From an optimization exercise on the open Yosys and OpenROAD flow, aimed at small area, a short achievable clock period and few clock cycles per item; shortcuts taken in it are not production practice. Where RTL was checked, it was by simulation tests only, not by an equivalence proof against the original. Power is estimated from default activity; no workload was simulated.

==> trial 34: inputs <==
## sorting_top
module sorting_top #(
    parameter N = 8,
    parameter L = 4
)(
    input wire clk,
    input wire rst,
    input wire Rd,
    input wire WrInit,
    input wire [L-1:0] RAddr,
    input wire [N-1:0] DataIn,
    input wire start,
    output wire [N-1:0] DataOut,
    output wire done
);
==> module sorting_top, before the edit <==
module sorting_top #(
    parameter N = 8,
    parameter L = 4
)(
    input wire clk,
    input wire rst,
    input wire Rd,
    input wire WrInit,
    input wire [L-1:0] RAddr,
    input wire [N-1:0] DataIn,
    input wire start,
    output wire [N-1:0] DataOut,
    output wire done
);
    localparam K = 16;
    reg [N-1:0] r [0:K-1];    
    reg [L-1:0] o;            
    reg [N-1:0] rdat;         
    reg         busy;
    reg         done_r;
    wire go  = start & ~busy;
    wire wr  = WrInit & ~start & ~busy;
    wire rot = go | busy;     
    function automatic gt8(input [N-1:0] a, input [N-1:0] b);
        integer n;
        reg c;
        begin
            c = 1'b0;
            for (n = 0; n < N; n = n + 1)
                c = (a[n] & ~b[n]) | ((a[n] | ~b[n]) & c);
            gt8 = c;
        end
    endfunction
    wire [K/2-1:0] sw;
    genvar j;
    generate
        for (j = 0; j < K/2; j = j + 1) begin : g_ce
            assign sw[j] = rot && (o != 2*j+1) && gt8(r[2*j], r[2*j+1]);
        end
    endgenerate
    integer i;
    always @(posedge clk) begin
        for (i = 0; i < K; i = i + 1) begin
            if (rst)
                r[i] <= {N{1'b0}};
            else if (rot) begin
                if (i % 2 == 1)             
                    r[i] <= sw[i/2] ? r[i] : r[i-1];
                else                        
                    r[i] <= sw[((i+K-2)%K)/2] ? r[(i+K-2)%K] : r[(i+K-1)%K];
            end else if (wr && RAddr == i[L-1:0])
                r[i] <= DataIn;
        end
    end
    always @(posedge clk) begin
        rdat <= wr ? DataIn : r[RAddr];
        if (rst || !rot) o <= {L{1'b0}};
        else             o <= o + 1'b1;
        if (rst) begin
            busy <= 1'b0;
            done_r <= 1'b0;
        end else if (go) begin
            busy <= 1'b1;
            done_r <= 1'b0;
        end else if (busy && o == 4'd15) begin
            busy <= 1'b0;
            done_r <= 1'b1;
        end
    end
    assign DataOut = Rd ? rdat : {N{1'b0}};
    assign done = done_r;
endmodule
Settings: LEC_CHECK=0, CAP_MARGIN=20, CORE_MARGIN=2, CORE_UTILIZATION=40, SETUP_SLACK_MARGIN=2.4, SLEW_MARGIN=20; clock period 5.0 ns.
run.sh (not shown) runs the stock make flow with config.mk's settings and CLKGATE_MAP_FILE= SYNTH_SCRIPT=/design/flow/synth_recipe.tcl, a recipe that flattens the netlist after the stock synthesis.
==> inputs of build 66, as changes to trial 34 <==
--- a/flow/design.v
+++ b/flow/design.v
@@ -33,5 +33,5 @@
     endfunction
     wire [K/2-1:0] sw;
-    genvar j;
+    genvar j, b;
     generate
         for (j = 0; j < K/2; j = j + 1) begin : g_ce
@@ -39,20 +39,49 @@
         end
     endgenerate
+    wire [N-1:0] nx [0:K-1];
+    generate
+        for (j = 0; j < K; j = j + 1) begin : g_slot
+            wire ws = wr && RAddr == j;                  
+            if (j % 2 == 1) begin : g_lo                  
+                wire s_l = ~rst & rot & ~sw[j/2];          
+                wire s_d = ~rst & ws;                      
+                wire s_h = ~rst & ~s_l & ~ws;              
+                for (b = 0; b < N; b = b + 1) begin : g_b
+                    ao222 u_ao (.a(s_l), .x(r[j-1][b]), .c(s_d), .y(DataIn[b]),
+                                .e(s_h), .z(r[j][b]), .q(nx[j][b]));
+                end
+            end else begin : g_hi                          
+                wire s_2 = ~rst & rot & sw[((j+K-2)%K)/2];   
+                wire s_1 = ~rst & rot & ~sw[((j+K-2)%K)/2];  
+                wire s_d = ~rst & ws;
+                wire s_h = ~rst & ~rot & ~ws;
+                for (b = 0; b < N; b = b + 1) begin : g_b
+                    ao2222 u_ao (.a(s_2), .w(r[(j+K-2)%K][b]), .c(s_1), .x(r[(j+K-1)%K][b]),
+                                 .e(s_d), .y(DataIn[b]), .g(s_h), .z(r[j][b]), .q(nx[j][b]));
+                end
+            end
+        end
+    endgenerate
+    wire [K-1:0] rhot;
+    wire [N-1:0] rsel;
+    generate
+        for (j = 0; j < K; j = j + 1) begin : g_rhot
+            assign rhot[j] = RAddr == j;
+        end
+        for (b = 0; b < N; b = b + 1) begin : g_rmux
+            wire [K-1:0] col;
+            for (j = 0; j < K; j = j + 1) begin : g_col
+                assign col[j] = r[j][b];
+            end
+            ao16 u_rm (.s(rhot), .d(col), .q(rsel[b]));
+        end
+    endgenerate
     integer i;
     always @(posedge clk) begin
-        for (i = 0; i < K; i = i + 1) begin
-            if (rst)
-                r[i] <= {N{1'b0}};
-            else if (rot) begin
-                if (i % 2 == 1)             
-                    r[i] <= sw[i/2] ? r[i] : r[i-1];
-                else                        
-                    r[i] <= sw[((i+K-2)%K)/2] ? r[(i+K-2)%K] : r[(i+K-1)%K];
-            end else if (wr && RAddr == i[L-1:0])
-                r[i] <= DataIn;
-        end
+        for (i = 0; i < K; i = i + 1)
+            r[i] <= nx[i];
     end
     always @(posedge clk) begin
-        rdat <= wr ? DataIn : r[RAddr];
+        rdat <= wr ? DataIn : rsel;
         if (rst || !rot) o <= {L{1'b0}};
         else             o <= o + 1'b1;
@@ -71,2 +100,21 @@
     assign done = done_r;
 endmodule
+module ao222 (
+    input wire a, x, c, y, e, z,
+    output wire q
+);
+    assign q = (a & x) | (c & y) | (e & z);
+endmodule
+module ao2222 (
+    input wire a, w, c, x, e, y, g, z,
+    output wire q
+);
+    assign q = (a & w) | (c & x) | (e & y) | (g & z);
+endmodule
+module ao16 (
+    input wire [15:0] s,
+    input wire [15:0] d,
+    output wire q
+);
+    assign q = |(s & d);
+endmodule
Settings changed: SYNTH_HIERARCHICAL set to 1, SYNTH_MINIMUM_KEEP_SIZE set to 0.
==> inputs of build 18, as changes to trial 34 <==
==> flow/design.v (replaced) <==
module sorting_top #(
    parameter N = 8,
    parameter L = 4
)(
    input wire clk,
    input wire rst,
    input wire Rd,
    input wire WrInit,
    input wire [L-1:0] RAddr,
    input wire [N-1:0] DataIn,
    input wire start,
    output wire [N-1:0] DataOut,
    output wire done
);
    localparam K = 16;
    reg [N-1:0] r [0:K-1];    
    reg [L-1:0] o;            
    reg [L-1:0] rp;           
    reg         busy;
    reg [3:0]   cnt;
    reg         done_r;
    wire idle = ~busy | done_r;
    wire go   = start & idle;
    wire wr   = WrInit & ~start & idle;
    wire run  = busy | go;
    wire [L-1:0] o1 = o + 1'b1;             
    wire [L-1:0] wp = RAddr + o1;           
    function automatic gt8(input [N-1:0] a, input [N-1:0] b);
        integer n;
        reg c;
        begin
            c = 1'b0;
            for (n = 0; n < N; n = n + 1)
                c = (a[n] & ~b[n]) | ((a[n] | ~b[n]) & c);
            gt8 = c;
        end
    endfunction
    wire [K/2-1:0] sw;
    genvar j;
    generate
        for (j = 0; j < K/2; j = j + 1) begin : g_ce
            assign sw[j] = run && (o != 2*j+1) && gt8(r[2*j], r[2*j+1]);
        end
    endgenerate
    integer i;
    always @(posedge clk) begin
        for (i = 0; i < K; i = i + 1) begin
            if (rst)
                r[i] <= {N{1'b0}};
            else if (wr && wp == i[L-1:0])
                r[i] <= DataIn;
            else if (i % 2 == 1)            
                r[i] <= sw[i/2] ? r[i] : r[i-1];
            else                            
                r[i] <= sw[((i+K-2)%K)/2] ? r[(i+K-2)%K] : r[(i+K-1)%K];
        end
    end
    always @(posedge clk) begin
        rp <= RAddr + o1;
        if (rst) o <= {L{1'b0}};
        else     o <= o1;
        if (rst) begin
            busy <= 1'b0;
            cnt <= 4'd0;
            done_r <= 1'b0;
        end else if (go) begin
            busy <= 1'b1;
            cnt <= 4'd0;
            done_r <= 1'b0;
        end else if (busy) begin
            cnt <= cnt + 4'd1;
            if (cnt == 4'd13) done_r <= 1'b1;
            if (cnt == 4'd14) busy <= 1'b0;
        end
    end
    assign DataOut = Rd ? r[rp] : {N{1'b0}};
    assign done = done_r;
endmodule
Settings changed: SETUP_SLACK_MARGIN 2.4 to 2.0.
==> notes <==
Against trial 34, the synthesized cell count of build 18 is lower by about 9%. Between build 66 and trial 34, the lower first-iteration DRC count is in trial 34 (gap 3.3%, measured against trial 34). Combinational power: trial 34 is higher than build 18 (36%). Clock-buffer cell count: build 66 is higher than build 18 (5). Power, lowest first: build 66, build 18, trial 34. Against build 66, the fmax of build 18 is smaller by 20%. Clock skew: build 18 < build 66 < trial 34. The lowest final cell count belongs to build 66, the highest to trial 34.
==> figures <==
item                                                                 trial 34      build 18         build 66
Result of the run                            no timing/DRC/antenna violations  no timing/DRC/antenna violations  no timing/DRC/antenna violations
Total nets after synthesis                                               1267          1165              907
Core box area                                                       23540 µm²     21820 µm²        18890 µm²
Library cell with the highest instance count after synthesis          dfxtp_1       nand2_1          dfxtp_1
Number of rows created at floorplan                                        56            54               50
PD cells                                                         412.6 nW/µm²  339.9 nW/µm²     285.4 nW/µm²
Number of inserted filler cells in the final layout                      2369          2087             1847
Crit path max-delay cell type                                 clkdlybuf4s50_1        mux4_2  clkdlybuf4s18_2
Nonclk buf count                                                           64            92               50
Worst R2R End                                                        r[14][5]       r[6][2]          r[3][0]
Total die area                                                      25260 µm²     23500 µm²        20550 µm²
Static Leakage                                                    0.004003 µW   0.003897 µW      0.003886 µW
Met2 track utilization from global routing                             0.4645        0.4052           0.4742
Number of signal-net inverters in the final layout                         51            60              114
Post-route setup slack                                               2.420 ns      1.804 ns         2.432 ns
Share of Yosys cell area claimed by the top area cell type             0.2961        0.3188           0.3659
Data arrival time of the worst path                                   2.93 ns       2.20 ns          2.89 ns
Post-Layout Cell Count                                                   1560          1463             1218
Testbench counts of build 66, summed over its fixed seeds: cycles 4,616, sorts 96.
Testbench counts of build 18, summed over its fixed seeds: cycles 4,520, sorts 96.
The RTL of trial 34 was laid out without a check of its function.

==> what the ideal ports hide <==
The flow's constraints put no driver on any port. The routed layouts listed below were extracted and timed again, unchanged, in two steps.
Step 1: set_driving_cell puts a clkbuf_16 on clk and a buf_2 on each other input, an assumption about the parent block.
Step 2 moves the port delays by t, midway between the first and last clock arrival at a register: inputs arrive t later, outputs are due t later. That takes back most of the time a late clock gives input paths.
Slacks: ideal ports / drivers / drivers and shift; pairs: ideal ports / drivers.
run | shift t [ns] | slack for setup (ns) | worst hold slack (ns) | worst data-port slew with drivers (ns)
trial 34 | 0.480 | 2.420 / 2.424 / 1.944 | 0.476 / 0.476 / 0.476 | 0.07
build 66 | 0.476 | 2.432 / 2.460 / 1.984 | 0.465 / 0.465 / 0.465 | 0.03
build 18 | 0.485 | 1.804 / 1.759 / 1.560 | 0.499 / 0.499 / 0.499 | 0.03
After both steps every run listed still meets setup and hold. For trial 34, which loses most, drivers alone change the setup slack by +0.004 ns; drivers and shift together by -0.476 ns.
